Context: an optimization exercise on an open-source flow, tuned for small area. The choices shown serve that exercise and are no tape-out recipe. At most, simulation tests tie the RTL to the original design; equivalence was not proved. Power and IR drop assume default switching activity.

// fpga_agc
  ...
Size in the first run: roughly 9,100 flip-flops, about 440 I/O pins.
export LEC_CHECK = 0
export CAP_MARGIN = 20
export CORE_MARGIN = 2
export CORE_UTILIZATION = 60
export SLEW_MARGIN = 20
create_clock -name core_clock -period 19.5 [get_ports {clk}]
standard.sh (not shown) runs the stock make flow with config.mk's settings and CLKGATE_MAP_FILE= SYNTH_SCRIPT=/design/flow/synth_recipe.tcl, a recipe that flattens the netlist after the stock synthesis.
==> flow/flow/run.sh <==
#!/bin/bash
# Own flow: the standard ORFS layout, with two changes to how the layout is made:
#  - ports are buffered with sky130_fd_sc_hd__buf_1 instead of ORFS's default buffer;
#  - clock tree synthesis uses small clusters of clkbuf_8 leaf buffers and no dummy loads.
# Everything else (synthesis, floorplan, power grid, placement, routing) is standard.sh.
set -euo pipefail
export BUFFER_PORTS_ARGS="-buffer_cell sky130_fd_sc_hd__buf_1"
export CTS_ARGS="-sink_clustering_enable -repair_clock_nets -dont_use_dummy_load -buf_list sky130_fd_sc_hd__clkbuf_8 -sink_clustering_size 18 -sink_clustering_max_diameter 50"
bash standard.sh > standard_flow.log 2>&1
Then changed:
==> flow/run.sh (new file) <==
#!/bin/bash
# synth_recipe.tcl (not shown) runs the flow's synth.tcl, then flattens the netlist and writes it again
# the make line also repeats each setting of config.mk as NAME=value (left out here)
make -C /OpenROAD-flow-scripts/flow DESIGN_CONFIG=/design/flow/config.mk WORK_HOME=/design/flow/orfs CLKGATE_MAP_FILE= SYNTH_SCRIPT=/design/flow/synth_recipe.tcl finish
Settings changed: CORE_UTILIZATION 60 to 75, CTS_BUF_LIST set to sky130_fd_sc_hd__clkbuf_8, CTS_CLUSTER_DIAMETER set to 50, CTS_CLUSTER_SIZE set to 18.
removed: flow/flow/run.sh
removed: flow/standard.sh
- non-clock buffer count decreases by 23
- sequential share of layout area falls by 0.57 points
- register-to-register slack gets worse by 1600 ps
Then changed:
Settings changed: CORE_UTILIZATION 75 to 60.
Effect: The new run went through all stages and came out clean; clock skew came out lower by 8.4 ps; final area came out higher by 1.7%; routed wire length came out higher by 4.2%; via count came out lower by 2.5%; die area came out higher by 25%.
No functional check of the RTL was part of any run of this note.


Another version of the RTL of fpga_agc (not shown whole).
Size in the first run: roughly 22000 cells after synthesis, about 9600 flip-flops, about 0.26 mm² of cells after synthesis.
export LEC_CHECK = 0
export CAP_MARGIN = 20
export CORE_MARGIN = 2
export CORE_UTILIZATION = 40
export CTS_BUF_LIST = sky130_fd_sc_hd__clkbuf_4
export CTS_CLUSTER_SIZE = 20
export SLEW_MARGIN = 20
create_clock -name core_clock -period 19.5 [get_ports {clk}]
run.sh (not shown) runs the stock make flow with config.mk's settings and CLKGATE_MAP_FILE= SYNTH_SCRIPT=/design/flow/synth_recipe.tcl, a recipe that flattens the netlist after the stock synthesis.
Stock flow here: none of the scripts above is used.
Change:
Settings changed: CTS_BUF_LIST sky130_fd_sc_hd__clkbuf_4 to sky130_fd_sc_hd__clkbuf_16, CTS_CLUSTER_DIAMETER from default to 60, CTS_CLUSTER_SIZE 20 to 26.
The changed run ran to the end with no violations.
Global-route usage went down by 1.1 points.
Wire length went down by 3.4%.
Setup slack gets better by 0.0092 ns.
Via count went down by 6.8%.
Final area went down by 4.2%.
Total power went down by 12%.
Hold slack gets better by 0.067 ns.
Die area is unchanged.


## v54
Another version of the RTL of fpga_agc (not shown whole).
Size: about 21,000 cells after synthesis, about 9,000 flip-flops, roughly 440 I/O pins.
Settings: LEC_CHECK=0, CAP_MARGIN=20, CORE_MARGIN=2, CORE_UTILIZATION=70, SLEW_MARGIN=20; clock period 19.5 ns.
standard.sh (not shown) runs the stock make flow with config.mk's settings and CLKGATE_MAP_FILE= SYNTH_SCRIPT=/design/flow/synth_recipe.tcl, a recipe that flattens the netlist after the stock synthesis.
==> flow/flow/run.sh <==
#!/bin/bash
# Own flow: the standard ORFS layout, with two changes to how the layout is made:
#  - ports are buffered with sky130_fd_sc_hd__buf_1 instead of ORFS's default buffer;
#  - clock tree synthesis uses small clusters of clkbuf_8 leaf buffers and no dummy loads.
# Everything else (synthesis, floorplan, power grid, placement, routing) is standard.sh.
set -euo pipefail
export BUFFER_PORTS_ARGS="-buffer_cell sky130_fd_sc_hd__buf_1"
export CTS_ARGS="-sink_clustering_enable -repair_clock_nets -dont_use_dummy_load -buf_list sky130_fd_sc_hd__clkbuf_8 -sink_clustering_size 18 -sink_clustering_max_diameter 50"
bash standard.sh > standard_flow.log 2>&1
v54: PASS, flow complete, no timing, DRC or antenna violations
[inputs] v56 vs v54
# v54
export LEC_CHECK = 0
export CAP_MARGIN = 20
export CORE_MARGIN = 2
export CORE_UTILIZATION = 70
export SLEW_MARGIN = 20
create_clock -name core_clock -period 19.5 [get_ports {clk}]
# v56
export LEC_CHECK = 0
export CAP_MARGIN = 20
export CORE_MARGIN = 2
export CORE_UTILIZATION = 65
export SLEW_MARGIN = 20
create_clock -name core_clock -period 19.5 [get_ports {clk}]
--- a/flow/flow/run.sh
+++ b/flow/flow/run.sh
@@ -6,4 +6,4 @@
 set -euo pipefail
 export BUFFER_PORTS_ARGS="-buffer_cell sky130_fd_sc_hd__buf_1"
-export CTS_ARGS="-sink_clustering_enable -repair_clock_nets -dont_use_dummy_load -buf_list sky130_fd_sc_hd__clkbuf_8 -sink_clustering_size 18 -sink_clustering_max_diameter 50"
+export CTS_ARGS="-sink_clustering_enable -repair_clock_nets -dont_use_dummy_load -buf_list sky130_fd_sc_hd__clkbuf_8 -sink_clustering_size 20 -sink_clustering_max_diameter 40"
 bash standard.sh > standard_flow.log 2>&1
==> comparison <==
Compared with v54, the detailed router inserted fewer vias in v56. On met2 track demand over resource, the higher figure sits with v54, not v56. Going from v54 to v56, share of power burned in the clock network grows by 1.6 points. For the portion of the clock cycle consumed by the worst path in the final layout, v56 came in 0.15 points lower than v54 did. Least setup slack across all paths after layout was lower in v54 than in v56. Re number of buffers inserted to repair setup after CTS: no difference whatsoever between v54 and v56. | wire length of the first global-routing pass | higher: v56 |.
Setup changes, v56 to v8
# v56
export LEC_CHECK = 0
export CAP_MARGIN = 20
export CORE_MARGIN = 2
export CORE_UTILIZATION = 65
export SLEW_MARGIN = 20
create_clock -name core_clock -period 19.5 [get_ports {clk}]
# v8
export LEC_CHECK = 0
export CAP_MARGIN = 20
export CORE_MARGIN = 2
export CORE_UTILIZATION = 60
export SLEW_MARGIN = 20
create_clock -name core_clock -period 19.5 [get_ports {clk}]
--- a/flow/flow/run.sh
+++ b/flow/flow/run.sh
@@ -6,4 +6,4 @@
 set -euo pipefail
 export BUFFER_PORTS_ARGS="-buffer_cell sky130_fd_sc_hd__buf_1"
-export CTS_ARGS="-sink_clustering_enable -repair_clock_nets -dont_use_dummy_load -buf_list sky130_fd_sc_hd__clkbuf_8 -sink_clustering_size 20 -sink_clustering_max_diameter 40"
+export CTS_ARGS="-sink_clustering_enable -repair_clock_nets -dont_use_dummy_load -buf_list sky130_fd_sc_hd__clkbuf_8 -sink_clustering_size 18 -sink_clustering_max_diameter 50"
 bash standard.sh > standard_flow.log 2>&1
## What came out
v56 finished all stages; the layout is clean.
v8 finished every step from synthesis to the final layout, and the layout passed the timing, DRC and antenna checks.
Count of non-CTS buffers in the layout ends up lower on v8.
Looking at critical path depth, v8 sits 1 below v56.
Summary of v8 over v56: worst hold slack rose by 0.0084 ns, maximum fanout along the worst path fell by 7, clock network area share fell by 0.47 points, total of max-cap violations stayed essentially flat.
Going from v56 to v8, sum of internal, switching and leakage power shows a reduction of 0.42 mW, minimum period implied by the final worst setup slack went down by 0.28 ns.
v8: number of clock buffers inserted by TritonCTS is 13% lower than what v56 reported.
| power density over the cells | lower: v8 |
Area of all placed cells without fillers of v8 is on par with v56.

[afterwards: timing with drivers on the ports]
Ports are ideal in the flow. The routed layouts listed here were re-timed in OpenROAD.
Step 1, drivers: a clkbuf_16 drives clk and a buf_2 each remaining input, both assumed.
Step 2, shift: input delay + t, output delay - t, t = (earliest + latest rising clock arrival at the registers) / 2. This alone moves slack from input paths to output paths.
Three values: ideal, step 1, step 2; two values: the first two.
| run | shift t [ns] | setup WS [ns] | worst setup path after step 2 |
|---|---|---|---|
| the first run of note 1 | 1.361 | 8.697 / 8.677 / 8.677 | input to output |
| the second run of note 1 | 1.354 | 7.958 / 7.938 / 7.938 | input to output |
| the third run of note 1 | 1.379 | 8.152 / 8.132 / 8.132 | input to output |
| the first run of note 2 | 1.948 | 7.891 / 7.863 / 7.863 | input to output |
| the second run of note 2 | 1.206 | 7.900 / 7.874 / 7.874 | input to output |
| v54 | 1.343 | 8.654 / 8.603 / 8.603 | input to output |
| v56 | 1.353 | 8.684 / 8.635 / 8.635 | input to output |
| v8 | 1.360 | 8.960 / 8.894 / 8.894 | input to output |
After both steps setup and hold are still met in every run listed. For v8, which loses most, drivers alone change the setup slack by -0.066 ns; drivers and shift together by -0.066 ns.
